Context: an optimization exercise on an open-source flow, tuned for a short achievable clock period and few clock cycles. The choices shown serve that exercise and are no tape-out recipe. Function was checked by simulation only, so behaviour that the tests miss may differ from the original. No activity file was given, so power comes from the tool's default toggle rates.

**design/flow/design.v**
```verilog
module mips(
    input clk,
    input reset,
    output [31:0] imem_addr,
    input [31:0] imem_rdata,
    output [31:0] dmem_addr,
    output dmem_we,
    output [31:0] dmem_wdata,
    input [31:0] dmem_rdata
    );
  reg [11:0] pcF;
  reg [11:0] ras;
  reg [1:0]  bht [0:31];
  reg        dV;
  reg [31:0] dI;
  reg [11:0] dPC;
  reg        dPT;       
  reg [11:0] dAlt;      
  reg [11:0] dPN;       
  reg [31:0] dRA, dRB;  
  reg        aE, aEL, aML, aMR, aW, aRF;
  reg        bE, bEL, bML, bMR, bW, bRF;
  reg        iE, iML, iMR, iW, iRF;
  reg [11:0] pA, pB, pI;
  reg        dImm;      
  reg        eV;
  reg [11:0] ePC;
  reg [4:0]  eRd;
  reg        eWr;       
  reg        eLd;       
  reg [2:0]  eLdT;      
  reg        eSw, eSh, eSb;
  reg        eBr, eBne, eJr;
  reg        ePT;
  reg [11:0] eAlt;
  reg [11:0] ePN;
  reg [31:0] eA, eB, eSD;
  reg [4:0]  eSa;
  reg [12:0] eLink;
  reg        sAdd, sSub, sAnd, sOr, sXor, sNor, sSlt, sSltu, sSll, sSrl, sSra, sLink;
  reg        mV;
  reg [4:0]  mRd;
  reg        mWr;
  reg        mLd;
  reg [2:0]  mLdT;
  reg        mSw, mSub, mSb;
  reg [31:0] mRes;
  reg        pV;        
  reg [11:0] mAddr;     
  reg [31:0] mSD;
  reg [11:0] aR;        
  reg [1:0]  aLo;       
  reg        weR;       
  reg [31:0] wdR;       
  reg [31:0] wRes;      
  reg [4:0]  wRd;
  reg        wV;
  reg [31:0] R [1:31];
  reg [31:1] rv;        
  wire [31:0] W = dmem_rdata;
  wire [7:0]  ldB = aLo[1] ? (aLo[0] ? W[31:24] : W[23:16]) : (aLo[0] ? W[15:8] : W[7:0]);
  wire [15:0] ldH = aLo[1] ? W[31:16] : W[15:0];
  wire [31:0] mLoad = mLdT[1] ? {{24{~mLdT[2] & ldB[7]}}, ldB} :
                      mLdT[0] ? {{16{~mLdT[2] & ldH[15]}}, ldH} : W;
  wire [31:0] mergeB = {aLo == 2'd3 ? mSD[7:0] : W[31:24],
                        aLo == 2'd2 ? mSD[7:0] : W[23:16],
                        aLo == 2'd1 ? mSD[7:0] : W[15:8],
                        aLo == 2'd0 ? mSD[7:0] : W[7:0]};
  wire [31:0] mergeH = aLo[1] ? {mSD[15:0], W[15:0]} : {W[31:16], mSD[15:0]};
  wire pNext = mV & mSub;                     
  wire [31:0] mWD = mLd ? mLoad : mRes;
  wire mWrite = mV & mWr;
  assign dmem_addr  = {20'b0, aR};
  assign dmem_we    = weR;
  assign dmem_wdata = wdR;
  wire [31:0] sum, dif;
  wire        cSum, cDif;
  ksadd32 #(.CI(0)) uAdd (.a(eA), .b(eB), .s(sum), .co(cSum));
  ksadd32 #(.CI(1)) uSub (.a(eA), .b(~eB), .s(dif), .co(cDif));
  wire        ltu  = ~cDif;
  wire        lts  = (eA[31] ^ eB[31]) ? eA[31] : dif[31];
  wire [31:0] shl  = eB << eSa;
  wire [31:0] shr  = eB >> eSa;
  wire [31:0] sra  = $signed(eB) >>> eSa;
  wire [32*12-1:0] fu = {sum, dif, eA & eB, eA | eB, eA ^ eB, ~(eA | eB),
                         {31'b0, lts}, {31'b0, ltu}, shl, shr, sra, {19'b0, eLink}};
  wire [11:0] sE = {sAdd, sSub, sAnd, sOr, sXor, sNor, sSlt, sSltu, sSll, sSrl, sSra, sLink};
  function [31:0] pick;
    input [11:0] sel;
    input [32*12-1:0] v;
    integer j;
    begin
      pick = 32'b0;
      for (j = 0; j < 12; j = j + 1)
        pick = pick | ({32{sel[j]}} & v[32*j +: 32]);
    end
  endfunction
  wire [31:0] eRes = pick(sE, fu);
  wire [11:0] eAddr = eA[11:0] + eB[11:0];
  wire eEq    = eA == eB;
  wire eTaken = eBne ? ~eEq : eEq;
  wire eMisp  = eV & ((eBr & (eTaken ^ ePT)) | (eJr & (eA[11:0] != ePN)));
  wire [11:0] eTgt = eJr ? eA[11:0] : eAlt;
  wire [5:0] op = dI[31:26];
  wire [5:0] fn = dI[5:0];
  wire [4:0] rt = dI[20:16], rd = dI[15:11];
  wire rtype = op == 6'h00;
  wire iADDU = rtype & (fn == 6'h21), iADD = rtype & (fn == 6'h20);
  wire iSUBU = rtype & (fn == 6'h23), iSUB = rtype & (fn == 6'h22);
  wire iAND = rtype & (fn == 6'h24), iOR = rtype & (fn == 6'h25);
  wire iXOR = rtype & (fn == 6'h26), iNOR = rtype & (fn == 6'h27);
  wire iSLT = rtype & (fn == 6'h2a), iSLTU = rtype & (fn == 6'h2b);
  wire iSLL = rtype & (fn == 6'h00), iSRL = rtype & (fn == 6'h02), iSRA = rtype & (fn == 6'h03);
  wire iSLLV = rtype & (fn == 6'h04), iSRLV = rtype & (fn == 6'h06), iSRAV = rtype & (fn == 6'h07);
  wire iJR = rtype & (fn == 6'h08), iJALR = rtype & (fn == 6'h09);
  wire iADDI = op == 6'h08, iSLTI = op == 6'h0a, iANDI = op == 6'h0c, iORI = op == 6'h0d;
  wire iLUI = op == 6'h0f;
  wire iBEQ = op == 6'h04, iBNE = op == 6'h05;
  wire iJAL = op == 6'h03;
  wire iLW = op == 6'h23, iLH = op == 6'h21, iLHU = op == 6'h25, iLB = op == 6'h20, iLBU = op == 6'h24;
  wire iSW = op == 6'h2b, iSH = op == 6'h29, iSB = op == 6'h28;
  wire dLoad = iLW | iLH | iLHU | iLB | iLBU;
  wire rRes = iADDU | iADD | iSUBU | iSUB | iAND | iOR | iXOR | iNOR | iSLT | iSLTU |
              iSLL | iSRL | iSRA | iSLLV | iSRLV | iSRAV | iJALR;
  wire iRes = iADDI | iSLTI | iANDI | iORI | iLUI;
  wire [4:0] dst = rRes ? rd : iJAL ? 5'd31 : (iRes | dLoad) ? rt : 5'd0;
  wire dWr = dst != 5'd0;
  wire shImm = iSLL | iSRL | iSRA;
  wire [31:0] immx = iLUI ? {dI[15:0], 16'b0} :
                     (iANDI | iORI) ? {16'b0, dI[15:0]} : {{16{dI[15]}}, dI[15:0]};
  wire [31:0] oldA = ({32{aMR}} & mRes) | ({32{aW}} & wRes) | ({32{aRF}} & dRA);
  wire [31:0] oldB = ({32{bMR}} & mRes) | ({32{bW}} & wRes) | ({32{bRF}} & dRB);
  wire [31:0] valA = pick(pA, fu) | ({32{aML}} & mLoad) | oldA;
  wire [31:0] valB = pick(pB, fu) | ({32{bML}} & mLoad) | oldB;
  wire [31:0] opB = pick(pI, fu) | ({32{iML}} & mLoad) | ({32{iMR}} & mRes) |
                    ({32{iW}} & wRes) | ({32{iRF}} & dRB) | ({32{dImm}} & immx);
  wire [4:0]  opSa = valA[4:0] | (dI[10:6] & {5{shImm}});
  wire dMem = dLoad | iSW | iSH | iSB;
  wire [11:0] sD = {iADDU | iADD | iADDI, iSUBU | iSUB, iAND | iANDI, iOR | iORI | iLUI,
                    iXOR, iNOR, iSLT | iSLTI, iSLTU, iSLL | iSLLV, iSRL | iSRLV,
                    iSRA | iSRAV, iJAL | iJALR};
  wire luStall = dV & (aEL | bEL);
  wire portStall = dV & dMem & eV & (eSh | eSb);
  wire stallD = luStall | portStall;
  wire dBr = iBEQ | iBNE;
  wire dJr = iJR | iJALR;
  wire dCan = (dBr & ~aE & ~aML & ~bE & ~bML) | (dJr & ~aE & ~aML);
  wire dEq = oldA == oldB;
  wire dTaken = iBNE ? ~dEq : dEq;
  wire dMisp = dBr ? (dTaken ^ dPT) : (oldA[11:0] != dPN);
  wire dRedir = dV & dCan & dMisp;
  wire [11:0] dTgt = dJr ? oldA[11:0] : dAlt;
  wire [31:0] fI = imem_rdata;
  wire [5:0]  fop = fI[31:26];
  wire [5:0]  ffn = fI[5:0];
  wire [4:0]  frs = fI[25:21], frt = fI[20:16];
  wire        fR  = fop == 6'h00;
  wire        fJ  = fop[5:1] == 5'b00001;
  wire        fBr = fop[5:1] == 5'b00010;
  wire        fJR = fR & (ffn == 6'h08);
  wire        fCall = (fop == 6'h03) | (fR & (ffn == 6'h09));
  wire        fShImm = fR & (ffn[5:2] == 4'b0000);
  wire        fUseRs = ~(fJ | (fop == 6'h0f) | fShImm);
  wire        fUseRt = fR | fBr | (fop[5:3] == 3'b101);
  wire        fImm = (fop[5:3] == 3'b001) | (fop[5:4] == 2'b10);
  wire [1:0]  fCnt = bht[pcF[6:2]];
  wire        fTk = fBr & (fI[15] | fCnt[1]);
  wire        fPT = fJ | fTk;
  wire [11:0] fPC4 = {pcF[11:2] + 10'd1, pcF[1:0]};
  wire [9:0]  fBTs;
  wire        fBTc;
  ksadd10 uBT (.a(pcF[11:2]), .b(fI[9:0]), .s(fBTs), .co(fBTc));
  wire [11:0] fBT = {fBTs, pcF[1:0]};
  wire [11:0] fJT = {fI[9:0], 2'b00};
  wire [11:0] fNext = fJ ? fJT : fTk ? fBT : fJR ? ras : fPC4;
  wire [31:0] fAoh = (32'b1 << frs) & {rv, 1'b0};
  wire [31:0] fBoh = (32'b1 << frt) & {rv, 1'b0};
  reg  [31:0] fRA, fRB;
  integer k;
  always @* begin
    fRA = 32'b0;
    fRB = 32'b0;
    for (k = 1; k < 32; k = k + 1) begin
      fRA = fRA | ({32{fAoh[k]}} & R[k]);
      fRB = fRB | ({32{fBoh[k]}} & R[k]);
    end
  end
  wire dALUw = dV & dWr & ~dLoad;
  wire dLDw  = dV & dWr & dLoad;
  wire eAnyW = eV & eWr;
  wire fAE  = dALUw & (frs == dst);
  wire fAEL = dLDw & (frs == dst);
  wire fAM  = eAnyW & (frs == eRd) & ~fAE & ~fAEL;
  wire fAW  = mWrite & (frs == mRd) & ~fAE & ~fAEL & ~fAM;
  wire fAF  = ~fAE & ~fAEL & ~fAM & ~fAW;
  wire fBE  = dALUw & (frt == dst);
  wire fBEL = dLDw & (frt == dst);
  wire fBM  = eAnyW & (frt == eRd) & ~fBE & ~fBEL;
  wire fBW  = mWrite & (frt == mRd) & ~fBE & ~fBEL & ~fBM;
  wire fBF  = ~fBE & ~fBEL & ~fBM & ~fBW;
  assign imem_addr = {20'b0, pcF};
  wire advD = ~stallD;               
  integer i;
  always @(posedge clk) begin
    if (reset) begin
      pcF <= 12'd0;
      dV  <= 1'b0;
      eV  <= 1'b0;
      mV  <= 1'b0;
      pV  <= 1'b0;
      weR <= 1'b0;
    end else begin
      if (eMisp) pcF <= eTgt;
      else if (advD) pcF <= dRedir ? dTgt : fNext;
      if (eMisp) dV <= 1'b0;
      else if (advD) dV <= ~dRedir;
      eV  <= dV & ~stallD & ~eMisp;
      mV  <= eV;
      pV  <= pNext;
      weR <= pNext | (eV & eSw);
    end
  end
  always @(posedge clk) begin
    if (reset) begin
      aEL <= 1'b0;
      bEL <= 1'b0;
    end else if (advD) begin
      dRA <= fRA;
      dRB <= fRB;
      aE  <= fAE & ~fShImm;
      pA  <= sD & {12{fAE & ~fShImm}};
      pB  <= sD & {12{fBE}};
      pI  <= sD & {12{fBE & ~fImm}};
      aEL <= fAEL & fUseRs;
      aML <= fAM & eLd & ~fShImm;
      aMR <= fAM & ~eLd & ~fShImm;
      aW  <= fAW & ~fShImm;
      aRF <= fAF & ~fShImm;
      bE  <= fBE;
      bEL <= fBEL & fUseRt;
      bML <= fBM & eLd;
      bMR <= fBM & ~eLd;
      bW  <= fBW;
      bRF <= fBF;
      iE  <= fBE & ~fImm;
      iML <= fBM & eLd & ~fImm;
      iMR <= fBM & ~eLd & ~fImm;
      iW  <= fBW & ~fImm;
      iRF <= fBF & ~fImm;
      dImm <= fImm;
    end else begin
      if (aW) dRA <= wRes;
      if (bW) dRB <= wRes;
      aE  <= 1'b0;
      pA  <= 12'b0;
      pB  <= 12'b0;
      pI  <= 12'b0;
      aEL <= 1'b0;
      aML <= aEL;
      aMR <= 1'b0;
      aW  <= (aML | aMR) & ~aEL;
      aRF <= ~aEL & ~aML & ~aMR & ~shImm;
      bE  <= 1'b0;
      bEL <= 1'b0;
      bML <= bEL;
      bMR <= 1'b0;
      bW  <= (bML | bMR) & ~bEL;
      bRF <= ~bEL & ~bML & ~bMR;
      iE  <= 1'b0;
      iML <= bEL & ~dImm;
      iMR <= 1'b0;
      iW  <= (bML | bMR) & ~bEL & ~dImm;
      iRF <= ~bEL & ~bML & ~bMR & ~dImm;
    end
  end
  always @(posedge clk) begin
    if (reset) ras <= 12'd0;
    else if (advD & fCall) ras <= fPC4;
  end
  reg [4:0] bhtE, bhtD;
  reg updE, updD, eTk, dTk;
  always @(posedge clk) begin
    bhtE <= ePC[6:2];
    bhtD <= dPC[6:2];
    eTk  <= eTaken;
    dTk  <= dTaken;
    if (reset) begin
      updE <= 1'b0;
      updD <= 1'b0;
    end else begin
      updE <= eV & eBr;
      updD <= dV & dBr & dCan & advD & ~eMisp;
    end
  end
  always @(posedge clk) begin
    if (reset) begin
      for (i = 0; i < 32; i = i + 1) bht[i] <= 2'b01;
    end else begin
      if (updE) begin
        if (eTk & (bht[bhtE] != 2'b11)) bht[bhtE] <= bht[bhtE] + 2'b01;
        if (~eTk & (bht[bhtE] != 2'b00)) bht[bhtE] <= bht[bhtE] - 2'b01;
      end
      if (updD) begin
        if (dTk & (bht[bhtD] != 2'b11)) bht[bhtD] <= bht[bhtD] + 2'b01;
        if (~dTk & (bht[bhtD] != 2'b00)) bht[bhtD] <= bht[bhtD] - 2'b01;
      end
    end
  end
  always @(posedge clk) begin
    if (reset) begin
      rv <= 31'b0;
    end else if (mWrite) begin
      for (i = 1; i < 32; i = i + 1)
        if (mRd == i) rv[i] <= 1'b1;
    end
  end
  always @(posedge clk) begin
    if (mWrite) begin
      for (i = 1; i < 32; i = i + 1)
        if (mRd == i) R[i] <= mWD;
    end
  end
  always @(posedge clk) begin
    wRes <= mWD;
    wRd  <= mRd;
    wV   <= mWrite;
  end
  always @(posedge clk) begin
    aR  <= pNext ? mAddr : eAddr;
    aLo <= eAddr[1:0];
    wdR <= pNext ? (mSb ? mergeB : mergeH) : eSD;
  end
  always @(posedge clk) begin
    begin
      mRd   <= eRd;
      mWr   <= eWr;
      mLd   <= eLd;
      mLdT  <= eLdT;
      mSw   <= eSw;
      mSub  <= eSh | eSb;
      mSb   <= eSb;
      mSD   <= eSD;
      mRes  <= eRes;
      mAddr <= eAddr;
    end
  end
  always @(posedge clk) begin
    begin
      ePC   <= dPC;
      eRd   <= dst;
      eWr   <= dWr;
      eLd   <= dLoad;
      eLdT  <= {iLHU | iLBU, iLB | iLBU, iLH | iLHU};
      eSw   <= iSW; eSh <= iSH; eSb <= iSB;
      eBr   <= dBr & ~dCan; eBne <= iBNE; eJr <= dJr & ~dCan;
      ePT   <= dPT;
      eAlt  <= dAlt;
      ePN   <= dPN;
      eA    <= valA;
      eB    <= opB;
      eSD   <= valB;
      eSa   <= opSa;
      eLink <= {1'b0, dPC} + 13'd4;
      {sAdd, sSub, sAnd, sOr, sXor, sNor, sSlt, sSltu, sSll, sSrl, sSra, sLink} <= sD;
    end
    if (advD) begin
      dI   <= fI;
      dPC  <= pcF;
      dPT  <= fPT;
      dAlt <= fPT ? fPC4 : fBT;
      dPN  <= ras;
    end
  end
endmodule
module ks_node(input gh, input ph, input gl, input pl, output g, output p);
  assign g = gh | (ph & gl);
  assign p = ph & pl;
endmodule
module ks_gnode(input gh, input ph, input gl, output g);
  assign g = gh | (ph & gl);
endmodule
module ksadd32 #(parameter CI = 0) (input [31:0] a, input [31:0] b, output [31:0] s, output co);
  wire ci = CI;
  wire [31:0] g0 = a & b;
  wire [31:0] p0 = a ^ b;
  wire [31:0] g [0:5];
  wire [31:0] p [0:5];
  assign g[0] = {g0[31:1], CI ? (a[0] | b[0]) : g0[0]};
  assign p[0] = p0;
  genvar l, n;
  generate
    for (l = 0; l < 5; l = l + 1) begin : lv
      for (n = 0; n < 32; n = n + 1) begin : bt
        if (n >= (2 << l)) begin : full
          ks_node u (.gh(g[l][n]), .ph(p[l][n]), .gl(g[l][n - (1 << l)]), .pl(p[l][n - (1 << l)]),
                     .g(g[l + 1][n]), .p(p[l + 1][n]));
        end else if (n >= (1 << l)) begin : gonly
          ks_gnode u (.gh(g[l][n]), .ph(p[l][n]), .gl(g[l][n - (1 << l)]), .g(g[l + 1][n]));
          assign p[l + 1][n] = 1'b0;
        end else begin : pass
          assign g[l + 1][n] = g[l][n];
          assign p[l + 1][n] = p[l][n];
        end
      end
    end
  endgenerate
  assign s = p0 ^ {g[5][30:0], ci};
  assign co = g[5][31];
endmodule
module ksadd10(input [9:0] a, input [9:0] b, output [9:0] s, output co);
  wire [9:0] g0 = a & b;
  wire [9:0] p0 = a ^ b;
  wire [9:0] g [0:4];
  wire [9:0] p [0:4];
  assign g[0] = {g0[9:1], a[0] | b[0]};
  assign p[0] = p0;
  genvar l, n;
  generate
    for (l = 0; l < 4; l = l + 1) begin : lv
      for (n = 0; n < 10; n = n + 1) begin : bt
        if (n >= (2 << l)) begin : full
          ks_node u (.gh(g[l][n]), .ph(p[l][n]), .gl(g[l][n - (1 << l)]), .pl(p[l][n - (1 << l)]),
                     .g(g[l + 1][n]), .p(p[l + 1][n]));
        end else if (n >= (1 << l)) begin : gonly
          ks_gnode u (.gh(g[l][n]), .ph(p[l][n]), .gl(g[l][n - (1 << l)]), .g(g[l + 1][n]));
          assign p[l + 1][n] = 1'b0;
        end else begin : pass
          assign g[l + 1][n] = g[l][n];
          assign p[l + 1][n] = p[l][n];
        end
      end
    end
  endgenerate
  assign s = p0 ^ {g[4][8:0], 1'b1};
  assign co = g[4][9];
endmodule
```
**design/flow/flow/run.sh**
```bash
#!/bin/bash
# Layout flow: the standard flow (standard.sh, unchanged synthesis,
# floorplan, placement, CTS and routing), with the setup repair asked for
# a margin so that it works towards a shorter period than the 11 ns clock
# the layout is signed off at. Each tool's full output stays in the ORFS
# logs under orfs/logs; make's own output goes to standard_flow.log.
set -euo pipefail
bash standard.sh SETUP_SLACK_MARGIN=7.5 finish > standard_flow.log 2>&1
```
**design/flow/standard.sh**
```bash
#!/bin/bash
# synth_recipe.tcl (not shown) runs the flow's synth.tcl, then flattens the netlist and writes it again
# the make line also repeats each setting of config.mk as NAME=value (left out here)
make -C /OpenROAD-flow-scripts/flow DESIGN_CONFIG=/design/flow/config.mk WORK_HOME=/design/flow/orfs CLKGATE_MAP_FILE= SYNTH_SCRIPT=/design/flow/synth_recipe.tcl "${@:-finish}"
```
**design/flow/config.mk**
```make
export PLATFORM = sky130hd
export DESIGN_NAME = mips
export DESIGN_NICKNAME = mips
export VERILOG_FILES = /design/flow/design.v
export SDC_FILE = /design/flow/constraint.sdc
export NUM_CORES = 4
export LEC_CHECK = 0
export CAP_MARGIN = 20
export CORE_MARGIN = 2
export CORE_UTILIZATION = 40
export SLEW_MARGIN = 20
export SYNTH_HIERARCHICAL = 1
```
**design/flow/constraint.sdc**
```tcl
create_clock -name core_clock -period 11.0 [get_ports {clk}]
set_input_delay 2.2000 -clock core_clock [delete_from_list [all_inputs] [get_ports {clk}]]
set_output_delay 2.2000 -clock core_clock [all_outputs]
set_load 0.01 [all_outputs]
```
==> metrics.md <==
| Metric | Value |
|---|---|
| Placer Congestion | 1.10 |
| Crit path buffers/inverters | 1 |
| Final Hold Fails | 0 |
| Critical path required time | 11.74 ns |
| Root Driver | clkbuf_16 |
| # DRC | 0 |
| Setup TNS Final | 0 ns |
| Grt ovf | 0 |
| WL final | 507000 um |
| Vias | 83017 |
| Worst setup startpoint | imem_rdata[15] |
| Num Clock Sinks | 1626 |
| CP peak stage delay | 0.80 ns |
| Max-cap violations | 0 |
| Global-route wire length before repair | 655000 um |
| Syn_area_per_cell | 11.6 sq um |
| Buffers on Ports | 122 |
| F_max | 0.248 GHz |
| P_int | 0.0119 W |
| RSZ-0062 raised after global routing | yes |
| Net switching power | 0.00575 W |
| Total track usage | 44.2% |
| IR drop worst, VDD | 0.000180 V |
| Outcome | complete, no violations |
| CP max-delay cell | nor2_1 |
| Slew Viols, Final | 0 |
| Kind of critical path | in2reg |
| Die Wd | 464 um |
| Placement Cell Area | 90500 sq um |
| Switch share | 32.5% |
| Worst r2r path cells | 12 |
| # setup viols final | 0 |
| Starting Density | 40.3% |
| Antenna violations before repair | 47 |
| Leakage power total | 38.3 nW |
| Dpl cells | 9781 |
| Seq pwr share | 39.9% |
| Ports | 163 |
| Final #Nets | 7857 |
| Slew Limit Headroom | 2.88% |
| Post-layout util | 50.7% |
| Pwr per Cell Area | 166 nW/um^2 |
| Post-CTS Hold Fix Bufs | 0 |
| Worst r2r dst | pcF[5]$_SDFFE_PP0N_ |
| Critical path startpoint category | input port |
| Max FO, Critical Path | 10 |
| Setup ws final | 6.96 ns |
| FF-to-FF setup slack | 6.98 ns |
| Minimum clock period | 4.04 ns |
| Crit path cell chain | clkdlybuf4s50_1, a31oi_1, a311o_1, nor2_1, a222oi_1, mux2_4, a211oi_4 |
| Gate Count Post-Synth | 7279 |
| Die area | 215000 sq um |
| Measured slew at the worst slew-check pin | 1.45 ns |
| Avg Vias per Cell | 7.80 |
| H-tree levels | 4 |
| Clock power share | 35.9% |
| TritonRoute pass-1 iters | 15 |
| Number of global-route vias before repair | 73844 |
| Layout cell share with drive strength beyond 1 | 26.9% |
| Chip height | 464 um |
| Clock Skew | 0.0658 ns |
| TritonCTS clock tree | done |
| Initial DRC count | 18964 |
| Hold path startpoint | eLdT[0]$_DFF_P_ |
| WP depth | 7 |
| Origin of the critical flop-to-flop path | eB[19]$_DFF_P_ |
| WHS Path Cells | 0 |
| Post-route cell area | 106000 sq um |
| Critical Path AT | 4.78 ns |
| Worst setup EP type | flop |
| Cell family with most CP delay | compound AO/OA/AOI/OAI gates |
| Hold/Removal Path Class | reg2reg |
| Mapped cell area | 84700 sq um |
| Core footprint | 210000 sq um |
| Non-Filler Instances | 10650 |
| Dpl hpwl | 286000 um |
| Standard-cell rows | 168 |
| Clk pin slew, worst setup/hold paths | 0.06 ns |
| Antenna-violating nets left | 0 |
| Crit path to | pcF[4]$_SDFFE_PP0N_ |
| Final Cycle Share | 36.7% |
| WL/cell | 47.6 um |
| Yosys warning total | 11 |
| Largest net degree at the start of global routing | 81 |
| Logic pwr share | 24.3% |
| Clk buf depth | 3 |
| Layout area overhead | 25.8% |
| Setup WS pre-CTS | 5.08 ns |
| TritonCTS buffer count | 175 |
| Clk latency of the worst-skew pair | 0.88 ns |
## cells in the final DEF, fill, tap and decap left out, types with 114 or more instances in the layout
cell       instances
and2_1           235
clkbuf_16        197
nand3_1          185
a221oi_1         193
a21oi_1          173
a222oi_1         198
nand2_1          281
edfxtp_1        1233
mux2i_1          193
nor2_1           291
a21o_1           279
a22oi_1          374
a221o_1          171
nand4_1          199
a22o_1           370
a221oi_2         216
o21ai_0          114
buf_4            469
dfxtp_1          299
## worst min-delay path by stage
stage                 endpoint
3_5_place_dp   mLdT[0]$_DFF_P_
4_1_cts        mLdT[0]$_DFF_P_
6_report       mLdT[0]$_DFF_P_
5_1_grt        mLdT[0]$_DFF_P_
3_3_place_gp   mLdT[1]$_DFF_P_
2_1_floorplan  mLdT[0]$_DFF_P_
## sequential cells by signal, indices dropped and copies added (netlist names), 13 cells and up, named ones only
signal and cells:
bht 64, dRA 32, eSD 32, wdR 32, wRes 32, eLink 13
mRes 32, eB 32, rv 31, mSD 16, R 992, eA 32
dI 27, dRB 32
## area by class of cell
cell class | count | area, sq um
multi-input cells | 4888 | 41500
inverters | 128 | 593
diodes | 44 | 110
well taps | 2805 | 3510
fillers | 17934 | 104000
repair buffers | 831 | 9550
clock inverters | 110 | 1360
clock buffers | 218 | 4710
flip-flops and latches | 1626 | 45100
## repair_timing
action                     4_1_cts  5_1_grt
hold endpoints to repair         0        0
setup endpoints to repair     1486      893
cloned                          31       24
gates resized for setup        997      398
setup buffers                  217      217
pin swaps                      111      180
## power by group through the flow
stage	clock [W]	sequential, W	combinational (W)
2_1_floorplan	0	0.00702	0.00202
3_3_place_gp	0	0.00716	0.00340
3_5_place_dp	0	0.00716	0.00341
4_1_cts	0.00631	0.00703	0.00370
5_1_grt	0.00656	0.00705	0.00434
6_report	0.00635	0.00706	0.00430
## through the flow
stage / hold WS (ns) / total power [W]
finish: 0.327 / 0.0177
global route: 0.331 / 0.0180
CTS: 0.327 / 0.0170
detailed placement: 0.314 / 0.0106
global placement: 0.315 / 0.0106
floorplan: 0.310 / 0.00904
## per-layer routing
layer / vias to the layer above / routed length [um] / track usage, %
met3: 3188 / 86600 / 22.9
li1: 30365 / - / -
met5: - / 1230 / 1.58
met1: 40040 / 168000 / 52.1
met2: 9384 / 193000 / 59.7
met4: 40 / 58700 / 34.5
Testbench counts, summed over its fixed seeds: cycles 54,447.

-- re-timing with driven ports --
The results above use ideal ports. As a check the final layout listed here was re-extracted and re-timed, cells and wires unchanged. Step 1 assumes that a clkbuf_16 drives the clock port and a buf_2 every other input. Step 2 moves the port delays by t, midway between the first and last clock arrival at a register: inputs arrive t later, outputs are due t later. That takes back most of the time a late clock gives input paths. Slacks: no drivers / after step 1 / after step 2; pairs: no drivers / after step 1.
t (ns): 0.945
setup WS [ns]: 6.964 / 6.975 / 6.030
clock arrival spread, ns: 0.073 / 0.074
After both steps this run still meets setup and hold. For this run, drivers alone change the setup slack by +0.011 ns; drivers and shift together by -0.934 ns.
